Background: an optimization exercise with open tools, aiming at small area, a short achievable clock period and few clock cycles. Do not read the settings as production practice. Where RTL was checked, it was by simulation tests only, not by an equivalence proof against the original. Power and IR drop assume default switching activity.

Setup of job 101:
==> module demosaic, before the edit <==
module demosaic(clk, reset, in_en, data_in, wr_r, addr_r, wdata_r, rdata_r, wr_g, addr_g, wdata_g, rdata_g, wr_b, addr_b, wdata_b, rdata_b, done);
input clk;
input reset;
input in_en;
input [7:0] data_in;
output reg wr_r;
output reg [13:0] addr_r;
output reg [7:0] wdata_r;
input [7:0] rdata_r;
output reg wr_g;
output reg [13:0] addr_g;
output reg [7:0] wdata_g;
input [7:0] rdata_g;
output reg wr_b;
output reg [13:0] addr_b;
output reg [7:0] wdata_b;
input [7:0] rdata_b;
output reg done;
reg        fill;
reg [6:0]  r;             
reg [7:0]  q;             
reg [3:0]  ph;            
reg        first;         
reg        fin;           
reg [7:0]  rg, rr, rb;    
reg [7:0]  xq;            
reg [9:0]  p;             
reg [8:0]  yq;            
reg [9:0]  d;             
reg [7:0]  xn;            
wire       odd   = r[0];
wire [7:0] rv    = odd ? rr : rb;
wire [7:0] rh    = odd ? rb : rr;
wire [6:0] rm1 = r - 7'd1;
wire [6:0] rp1 = r + 7'd1;
wire [6:0] qc  = q[6:0];
wire [6:0] qm2 = qc - 7'd2;
wire [6:0] qm1 = qc - 7'd1;
wire [6:0] qp1 = qc + 7'd1;
wire       last = q[7];
wire [9:0] g_sum  = p + {2'b0, rg};
wire [9:0] v_sum  = {1'b0, yq} + {2'b0, rv};
wire [9:0] ar = odd ? (ph[1] ? {yq, 1'b0} : d) : {1'b0, xn, 1'b0};
wire [9:0] br = odd ? (ph[1] ? 10'd0 : {2'b0, rr}) : {1'b0, rr, 1'b0};
wire [9:0] ab = odd ? {1'b0, xn, 1'b0} : (ph[1] ? {yq, 1'b0} : d);
wire [9:0] bb = odd ? {1'b0, rb, 1'b0} : (ph[1] ? 10'd0 : {2'b0, rb});
wire [9:0] r_sum = ar + br;
wire [9:0] b_sum = ab + bb;
reg        v_wr, h_wr;
reg [13:0] v_addr, h_addr;
always @(*) begin
    v_wr = 1'b0; h_wr = 1'b0;
    v_addr = {rm1, qc}; h_addr = {r, qp1};
    if (ph[0]) v_addr = {rp1, qc};
    if (ph[1]) begin
        v_wr = !first; v_addr = {r, qm2};
        h_wr = !first; h_addr = {r, qc};
    end
    if (ph[2]) begin
        v_wr = !first; v_addr = {r, qm1};
    end
end
always @(posedge clk) begin
    rg <= rdata_g;
    rr <= rdata_r;
    rb <= rdata_b;
    wdata_g <= fill ? g_sum[9:2] : data_in;
    wdata_r <= fill ? r_sum[9:2] : data_in;
    wdata_b <= fill ? b_sum[9:2] : data_in;
end
always @(posedge clk) begin
    if (reset) begin
        fill <= 1'b0;
        r <= 7'd0;
        q <= 8'd0;
        ph <= 4'd0;
        first <= 1'b1;
        fin <= 1'b0;
        done <= 1'b0;
        wr_r <= 1'b0;
        wr_g <= 1'b0;
        wr_b <= 1'b0;
        addr_r <= 14'd0;
        addr_g <= 14'd0;
        addr_b <= 14'd0;
    end else if (!fill) begin
        addr_r <= {r, qc};
        addr_g <= {r, qc};
        addr_b <= {r, qc};
        wr_g <= in_en & (r[0] == qc[0]);
        wr_r <= in_en & !r[0] & qc[0];
        wr_b <= in_en & r[0] & !qc[0];
        if (in_en) begin
            q[6:0] <= qp1;
            if (qc == 7'd127) begin
                r <= rp1;
                if (r == 7'd127) begin
                    fill <= 1'b1;
                    ph <= 4'b1000;
                end
            end
        end
    end else begin
        ph <= {ph[2:0], ph[3]};
        done <= fin;
        if (ph[0]) begin
            p <= g_sum;
            addr_g <= {rm1, qp1};
        end
        if (ph[1]) begin
            xq <= rg;
            wr_g <= !first;
            addr_g <= {r, qm1};
        end
        if (ph[2]) begin
            p <= {2'b0, xq} + {2'b0, rg};
            wr_g <= 1'b0;
            addr_g <= {rp1, qp1};
        end
        if (ph[3]) begin
            wr_g <= 1'b0;
            addr_g <= {r, qc};
        end
        if (ph[1]) begin
            d <= v_sum;
            yq <= {1'b0, rv};
            xn <= rh;
        end
        if (ph[2]) begin
            yq <= v_sum[8:0];
            q <= last ? {7'd0, rp1[0]} : q + 8'd2;
            if (last) r <= rp1;
            first <= last;
            if (last && r == 7'd127 && !first) fin <= 1'b1;
        end
        if (odd) begin
            wr_r <= v_wr; addr_r <= v_addr;
            wr_b <= h_wr; addr_b <= h_addr;
        end else begin
            wr_b <= v_wr; addr_b <= v_addr;
            wr_r <= h_wr; addr_r <= h_addr;
        end
        if (fin) begin
            wr_r <= 1'b0; wr_g <= 1'b0; wr_b <= 1'b0;
        end
    end
end
endmodule
Settings: LEC_CHECK=0, ABC_CLOCK_PERIOD_IN_PS=2200, CAP_MARGIN=20, CORE_MARGIN=2, CORE_UTILIZATION=40, PLACE_DENSITY=0.6, SETUP_SLACK_MARGIN=2.8, SLEW_MARGIN=20; clock period 5.0 ns.
run.sh (not shown) runs the stock make flow with config.mk's settings and CLKGATE_MAP_FILE= SYNTH_SCRIPT=/design/flow/synth_recipe.tcl, a recipe that flattens the netlist after the stock synthesis.
#### Input delta (job 102 over job 101)
-- flow/design.v --
<<< job 101, line 23
reg        first;         
reg        fin;           
reg [7:0]  rg, rr, rb;    
reg [7:0]  xq;            
reg [9:0]  p;             
>>> job 102, line 23
reg        first;         
reg        fin;           
reg [7:0]  rg, rv, rh;    
reg [7:0]  xq;            
reg [9:0]  p;             
<<< job 101, line 30
reg [7:0]  xn;            
wire       odd   = r[0];
wire [7:0] rv    = odd ? rr : rb;
wire [7:0] rh    = odd ? rb : rr;
wire [6:0] rm1 = r - 7'd1;
wire [6:0] rp1 = r + 7'd1;
>>> job 102, line 30
reg [7:0]  xn;            
wire       odd   = r[0];
wire [6:0] rm1 = r - 7'd1;
wire [6:0] rp1 = r + 7'd1;
<<< job 101, line 41
wire [9:0] g_sum  = p + {2'b0, rg};
wire [9:0] v_sum  = {1'b0, yq} + {2'b0, rv};
wire [9:0] ar = odd ? (ph[1] ? {yq, 1'b0} : d) : {1'b0, xn, 1'b0};
wire [9:0] br = odd ? (ph[1] ? 10'd0 : {2'b0, rr}) : {1'b0, rr, 1'b0};
wire [9:0] ab = odd ? {1'b0, xn, 1'b0} : (ph[1] ? {yq, 1'b0} : d);
wire [9:0] bb = odd ? {1'b0, rb, 1'b0} : (ph[1] ? 10'd0 : {2'b0, rb});
wire [9:0] r_sum = ar + br;
wire [9:0] b_sum = ab + bb;
reg        v_wr, h_wr;
reg [13:0] v_addr, h_addr;
always @(*) begin
    v_wr = 1'b0; h_wr = 1'b0;
>>> job 102, line 39
wire [9:0] g_sum  = p + {2'b0, rg};
wire [9:0] v_sum  = {1'b0, yq} + {2'b0, rv};
wire [9:0] d_sum  = d + {2'b0, rv};
wire [8:0] h_sum  = {1'b0, xn} + {1'b0, rh};
reg        v_wr, h_wr;
reg [13:0] v_addr, h_addr;
wire [7:0] v_wdata = ph[1] ? yq[8:1] : d_sum[9:2];
wire [7:0] h_wdata = h_sum[8:1];
always @(*) begin
    v_wr = 1'b0; h_wr = 1'b0;
<<< job 101, line 63
always @(posedge clk) begin
    rg <= rdata_g;
    rr <= rdata_r;
    rb <= rdata_b;
    wdata_g <= fill ? g_sum[9:2] : data_in;
    wdata_r <= fill ? r_sum[9:2] : data_in;
    wdata_b <= fill ? b_sum[9:2] : data_in;
end
always @(posedge clk) begin
>>> job 102, line 59
always @(posedge clk) begin
    rg <= rdata_g;
    rv <= odd ? rdata_r : rdata_b;
    rh <= odd ? rdata_b : rdata_r;
end
always @(posedge clk) begin
<<< job 101, line 88
        addr_g <= {r, qc};
        addr_b <= {r, qc};
        wr_g <= in_en & (r[0] == qc[0]);
        wr_r <= in_en & !r[0] & qc[0];
>>> job 102, line 81
        addr_g <= {r, qc};
        addr_b <= {r, qc};
        wdata_r <= data_in;
        wdata_g <= data_in;
        wdata_b <= data_in;
        wr_g <= in_en & (r[0] == qc[0]);
        wr_r <= in_en & !r[0] & qc[0];
<<< job 101, line 104
        ph <= {ph[2:0], ph[3]};
        done <= fin;
        if (ph[0]) begin
            p <= g_sum;
>>> job 102, line 100
        ph <= {ph[2:0], ph[3]};
        done <= fin;
        wdata_g <= g_sum[9:2];
        if (ph[0]) begin
            p <= g_sum;
<<< job 101, line 135
        end
        if (odd) begin
            wr_r <= v_wr; addr_r <= v_addr;
            wr_b <= h_wr; addr_b <= h_addr;
        end else begin
            wr_b <= v_wr; addr_b <= v_addr;
            wr_r <= h_wr; addr_r <= h_addr;
        end
        if (fin) begin
>>> job 102, line 132
        end
        if (odd) begin
            wr_r <= v_wr; addr_r <= v_addr; wdata_r <= v_wdata;
            wr_b <= h_wr; addr_b <= h_addr; wdata_b <= h_wdata;
        end else begin
            wr_b <= v_wr; addr_b <= v_addr; wdata_b <= v_wdata;
            wr_r <= h_wr; addr_r <= h_addr; wdata_r <= h_wdata;
        end
        if (fin) begin
### Flow results
- The met1 track demand over resource reported for job 102 is greater than that of job 101 by 1.1 points.
- Sort job 101 and job 102 by critical path depth desc -> top: job 102
- Synthesized cell area of job 102 falls short of that of job 101 by a few percent.
- Cmp job 101 and job 102 / detailed-routing iteration count for the pre-antenna-repair pass / higher: job 102
- Critical path's slowest cell: sky130_fd_sc_hd__dfxtp_4 -> job 101, sky130_fd_sc_hd__edfxtp_1 -> job 102
- Maximum fanout count along the critical path was higher in the run labelled job 101.
- Taking job 101 as the reference, in job 102 multi-input gate share of total cell area went down; smallest hold slack went down 48 ps; synthesized instance count fell by 88.
- Job 102 — worst setup slack 280 ps higher, job 101 as reference
- Design area: job 102 vs job 101 down 5.4%
- Average instance area after synthesis: job 102 higher than job 101
- Changes observed in job 102 relative to job 101: count of clock-buffer cells in the layout up 1, effective utilization at floorplan down 0.43 points.
- Looking at final critical delay including setup and external delays across job 101 and job 102, the one that comes out lower is job 102.
Testbench counts of job 102, summed over its fixed seeds: cycles 794,640.
The RTL of job 101 was laid out without a check of its function.

The RTL this note starts from:
==> flow/design.v <==
module demosaic(clk, reset, in_en, data_in, wr_r, addr_r, wdata_r, rdata_r, wr_g, addr_g, wdata_g, rdata_g, wr_b, addr_b, wdata_b, rdata_b, done);
input clk;
input reset;
input in_en;
input [7:0] data_in;
output reg wr_r;
output [13:0] addr_r;
output reg [7:0] wdata_r;
input [7:0] rdata_r;
output reg wr_g;
output reg [13:0] addr_g;
output [7:0] wdata_g;
input [7:0] rdata_g;
output reg wr_b;
output [13:0] addr_b;
output reg [7:0] wdata_b;
input [7:0] rdata_b;
output reg done;
reg        fill;
reg [6:0]  r;             
reg [7:0]  q;             
reg [3:0]  ph;            
reg        first;         
reg        second;        
reg [7:0]  rg, rx;        
reg [7:0]  xb;            
reg [9:0]  p;             
reg [8:0]  ya;            
reg [7:0]  half;          
reg [9:0]  d;             
reg [7:0]  xn;            
reg [13:0] addr_rb;
assign wdata_g = p[9:2];
assign addr_r = addr_rb;
assign addr_b = addr_rb;
wire       odd  = r[0];
wire [7:0] rv   = rx;
wire [7:0] rh   = rx;
wire [6:0] rm1 = r - 7'd1;
wire [6:0] rp1 = r + 7'd1;
wire [6:0] qc  = q[6:0];
wire [6:0] qm4 = qc - 7'd4;
wire [6:0] qm1 = qc - 7'd1;
wire [6:0] qp1 = qc + 7'd1;
wire [6:0] qp2 = qc + 7'd2;
wire       last = q[7] & (q[6:1] == 6'd1);
wire       endc = ph[2] & last & (r == 7'd127);
wire [9:0] g_sum = p + {2'b0, rg};
wire [9:0] v_sum = {1'b0, ya} + {2'b0, rv};
wire [9:0] d_sum = d + {2'b0, rv};
wire [8:0] h_sum = {1'b0, xn} + {1'b0, rh};
wire [7:0] v_wdata = ph[1] ? half : d_sum[9:2];
wire [7:0] h_wdata = h_sum[8:1];
always @(posedge clk) begin
    rg <= rdata_g;
    rx <= (odd ^ ph[3]) ? rdata_r : rdata_b;
    if (!fill || odd || ph[0]) wdata_r <= !fill ? data_in : odd ? v_wdata : h_wdata;
    if (!fill || !odd || ph[0]) wdata_b <= !fill ? data_in : odd ? h_wdata : v_wdata;
end
always @(posedge clk) begin
    if (reset) begin
        fill <= 1'b0;
        r <= 7'd0;
        q <= 8'd0;
        ph <= 4'd0;
        first <= 1'b1;
        second <= 1'b0;
        done <= 1'b0;
        wr_r <= 1'b0;
        wr_g <= 1'b0;
        wr_b <= 1'b0;
        addr_g <= 14'd0;
        addr_rb <= 14'd0;
    end else if (!fill) begin
        addr_g <= {r, qc};
        addr_rb <= {r, qc};
        p <= {data_in, 2'b00};
        wr_g <= in_en & (r[0] == qc[0]);
        wr_r <= in_en & !r[0] & qc[0];
        wr_b <= in_en & r[0] & !qc[0];
        if (in_en) begin
            q[6:0] <= qp1;
            if (qc == 7'd127) begin
                r <= rp1;
                if (r == 7'd127) begin
                    fill <= 1'b1;
                    ph <= 4'b1000;
                end
            end
        end
    end else begin
        ph <= {ph[2:0], ph[3]};
        wr_r <= 1'b0;
        wr_g <= 1'b0;
        wr_b <= 1'b0;
        if (ph[3]) addr_g <= first ? {r, qc} : {rm1, qm1};
        if (ph[0]) addr_g <= {rp1, qm1};
        if (ph[1]) begin
            addr_g <= {r, qp2};
            if (first) xb <= rg; else p <= g_sum;
        end
        if (ph[2]) begin
            addr_g <= {r, qm1};
            wr_g <= !first;
            p <= g_sum;
        end
        if (ph[3]) begin
            p <= {2'b0, xb} + {2'b0, rg};
            xb <= rg;
        end
        if (ph[3]) addr_rb <= {rm1, qc};
        if (ph[0]) begin
            addr_rb <= {rp1, qc};
            xn <= rh;
        end
        if (ph[1]) begin
            addr_rb <= {r, qm4};
            wr_r <= !first & !second;
            wr_b <= !first & !second;
            d <= v_sum;
            half <= ya[8:1];
            ya <= {1'b0, rv};
        end
        if (ph[2]) begin
            addr_rb <= {r, qm1};
            wr_r <= !first & odd;
            wr_b <= !first & !odd;
            ya <= v_sum[8:0];
            q <= last ? {7'd0, rp1[0]} : q + 8'd2;
            if (last) r <= rp1;
            first <= last;
            second <= first;
        end
        if (done || endc) begin
            wr_r <= 1'b0; wr_g <= 1'b0; wr_b <= 1'b0;
        end
        if (endc) done <= 1'b1;
    end
end
endmodule
clock: 5.0 ns
lec_check: 0
abc_clock_period_in_ps: 2200
cap_margin: 20
core_margin: 2
core_utilization: 40
place_density: 0.6
setup_slack_margin: 2.8
slew_margin: 20
tns_end_percent: 10
standard.sh (not shown) runs the stock make flow with config.mk's settings and CLKGATE_MAP_FILE= SYNTH_SCRIPT=/design/flow/synth_recipe.tcl, a recipe that flattens the netlist after the stock synthesis.
==> flow/flow/run.sh <==
#!/bin/bash
# The standard layout (the standard.sh, unchanged synthesis), except that
# the port buffers that global placement inserts on every input and output
# are sky130_fd_sc_hd__buf_1 rather than the default cell.
set -euo pipefail
export BUFFER_PORTS_ARGS="-buffer_cell sky130_fd_sc_hd__buf_1"
bash standard.sh finish > make_finish.log 2>&1
Testbench counts at the start, summed over its fixed seeds: cycles 802,816.
Edit:
--- a/flow/design.v
+++ b/flow/design.v
@@ -45,7 +45,7 @@
 wire [6:0] qp2 = qc + 7'd2;
 wire       last = q[7] & (q[6:1] == 6'd1);
 wire       endc = ph[2] & last & (r == 7'd127);
-wire [9:0] g_sum = p + {2'b0, rg};
+wire [9:0] g_sum = (ph[3] ? {2'b0, xb} : p) + {2'b0, rg};
 wire [9:0] v_sum = {1'b0, ya} + {2'b0, rv};
 wire [9:0] d_sum = d + {2'b0, rv};
 wire [8:0] h_sum = {1'b0, xn} + {1'b0, rh};
@@ -105,7 +105,7 @@
             p <= g_sum;
         end
         if (ph[3]) begin
-            p <= {2'b0, xb} + {2'b0, rg};
+            p <= g_sum;
             xb <= rg;
         end
         if (ph[3]) addr_rb <= {rm1, qc};
Effect:
- combinational power went up by a few percent
- non-clock buffer count grows by 11
- clock skew hardly moves
- design area went down slightly
- synthesized cell count fell by a few percent
- register-to-register slack gets worse by 0.18 ns
- wire length came out lower slightly
- worst setup slack got worse by 0.098 ns
- via count falls by a few percent
- power grows slightly
- sequential power barely changes
Function not checked in the second run of this note: the RTL went through the layout flow alone.

the reference run:
Starts from the design.v that is shown in full above.
Settings: LEC_CHECK=0, CAP_MARGIN=20, CORE_MARGIN=2, CORE_UTILIZATION=40, PLACE_DENSITY=0.6, SETUP_SLACK_MARGIN=3.3, SLEW_MARGIN=20, TNS_END_PERCENT=10; clock period 5.0 ns.
Scripts as last shown in full above: flow/flow/run.sh
Testbench counts of the reference run, summed over its fixed seeds: cycles 802,816.
#### Input delta (the trial run over the reference run)
--- a/flow/design.v
+++ b/flow/design.v
@@ -28,7 +28,7 @@
 reg [8:0]  ya;            
 reg [7:0]  half;          
 reg [9:0]  d;             
-reg [7:0]  xn;            
+reg [7:0]  xn, xp;        
 reg [13:0] addr_rb;
 assign wdata_g = p[9:2];
 assign addr_r = addr_rb;
@@ -48,14 +48,14 @@
 wire [9:0] g_sum = p + {2'b0, rg};
 wire [9:0] v_sum = {1'b0, ya} + {2'b0, rv};
 wire [9:0] d_sum = d + {2'b0, rv};
-wire [8:0] h_sum = {1'b0, xn} + {1'b0, rh};
+wire [8:0] h_sum = {1'b0, xp} + {1'b0, xn};
 wire [7:0] v_wdata = ph[1] ? half : d_sum[9:2];
 wire [7:0] h_wdata = h_sum[8:1];
 always @(posedge clk) begin
     rg <= rdata_g;
     rx <= (odd ^ ph[3]) ? rdata_r : rdata_b;
-    if (!fill || odd || ph[0]) wdata_r <= !fill ? data_in : odd ? v_wdata : h_wdata;
-    if (!fill || !odd || ph[0]) wdata_b <= !fill ? data_in : odd ? h_wdata : v_wdata;
+    wdata_r <= !fill ? data_in : odd ? v_wdata : h_wdata;
+    wdata_b <= !fill ? data_in : odd ? h_wdata : v_wdata;
 end
 always @(posedge clk) begin
     if (reset) begin
@@ -112,6 +112,7 @@
         if (ph[0]) begin
             addr_rb <= {rp1, qc};
             xn <= rh;
+            xp <= xn;
         end
         if (ph[1]) begin
             addr_rb <= {r, qm4};
==> notes.md <==
- The final area in the trial run was lower than what the reference run gave.
- Number of instances in the synthesized netlist (lower): the reference run
- The trial run vs. the reference run: switching power of the nets went down by about 4%.
- Lower combinational group share of total power goes to the trial run over the reference run.
- Synthesis-stage register bit count on the trial run is up relative to the reference run.
- Taking the reference run as the reference point, the largest vdd supply drop of the trial run falls by about 10%.
- Cmp the trial run and the reference run / number of buffers outside the clock class in the layout / higher: the reference run
For the trial run, only the layout was checked, not whether the RTL still works.

[static timing again, ports no longer ideal]
No port has a modelled driver above. Below, the same layouts with a new extraction and two added sets of constraints.
Step 1 sets driving cells, clkbuf_16 on the clock port and buf_2 on the other inputs (assumed; they add their load-dependent delay and slew).
Step 2 times the ports against the registers' clock, not the clock port: input delays grow and output delays shrink by t, the midpoint of the rising clock arrivals with the driver on.
a / b / c = ideal ports / drivers / drivers and shift; a / b = the first two.
| run | t (ns) | setup WS [ns] | hold WS [ns] | worst slew at a driven data input, ns |
|---|---|---|---|---|
| job 101 | 0.487 | 2.439 / 2.439 / 2.439 | 0.492 / 0.492 / 0.492 | 0.03 |
| job 102 | 0.481 | 2.718 / 2.718 / 2.454 | 0.444 / 0.444 / 0.444 | 0.05 |
| the first run of note 2 | 0.461 | 2.711 / 2.725 / 2.264 | 0.459 / 0.459 / 0.459 | 0.04 |
| the second run of note 2 | 0.469 | 2.612 / 2.612 / 2.295 | 0.446 / 0.446 / 0.446 | 0.04 |
| the reference run | 0.468 | 2.857 / 2.857 / 2.679 | 0.454 / 0.454 / 0.454 | 0.04 |
| the trial run | 0.462 | 2.486 / 2.486 / 2.366 | 0.453 / 0.453 / 0.453 | 0.03 |
After both steps every run listed still meets setup and hold. For the first run of note 2, which loses most, drivers alone change the setup slack by +0.014 ns; drivers and shift together by -0.447 ns.
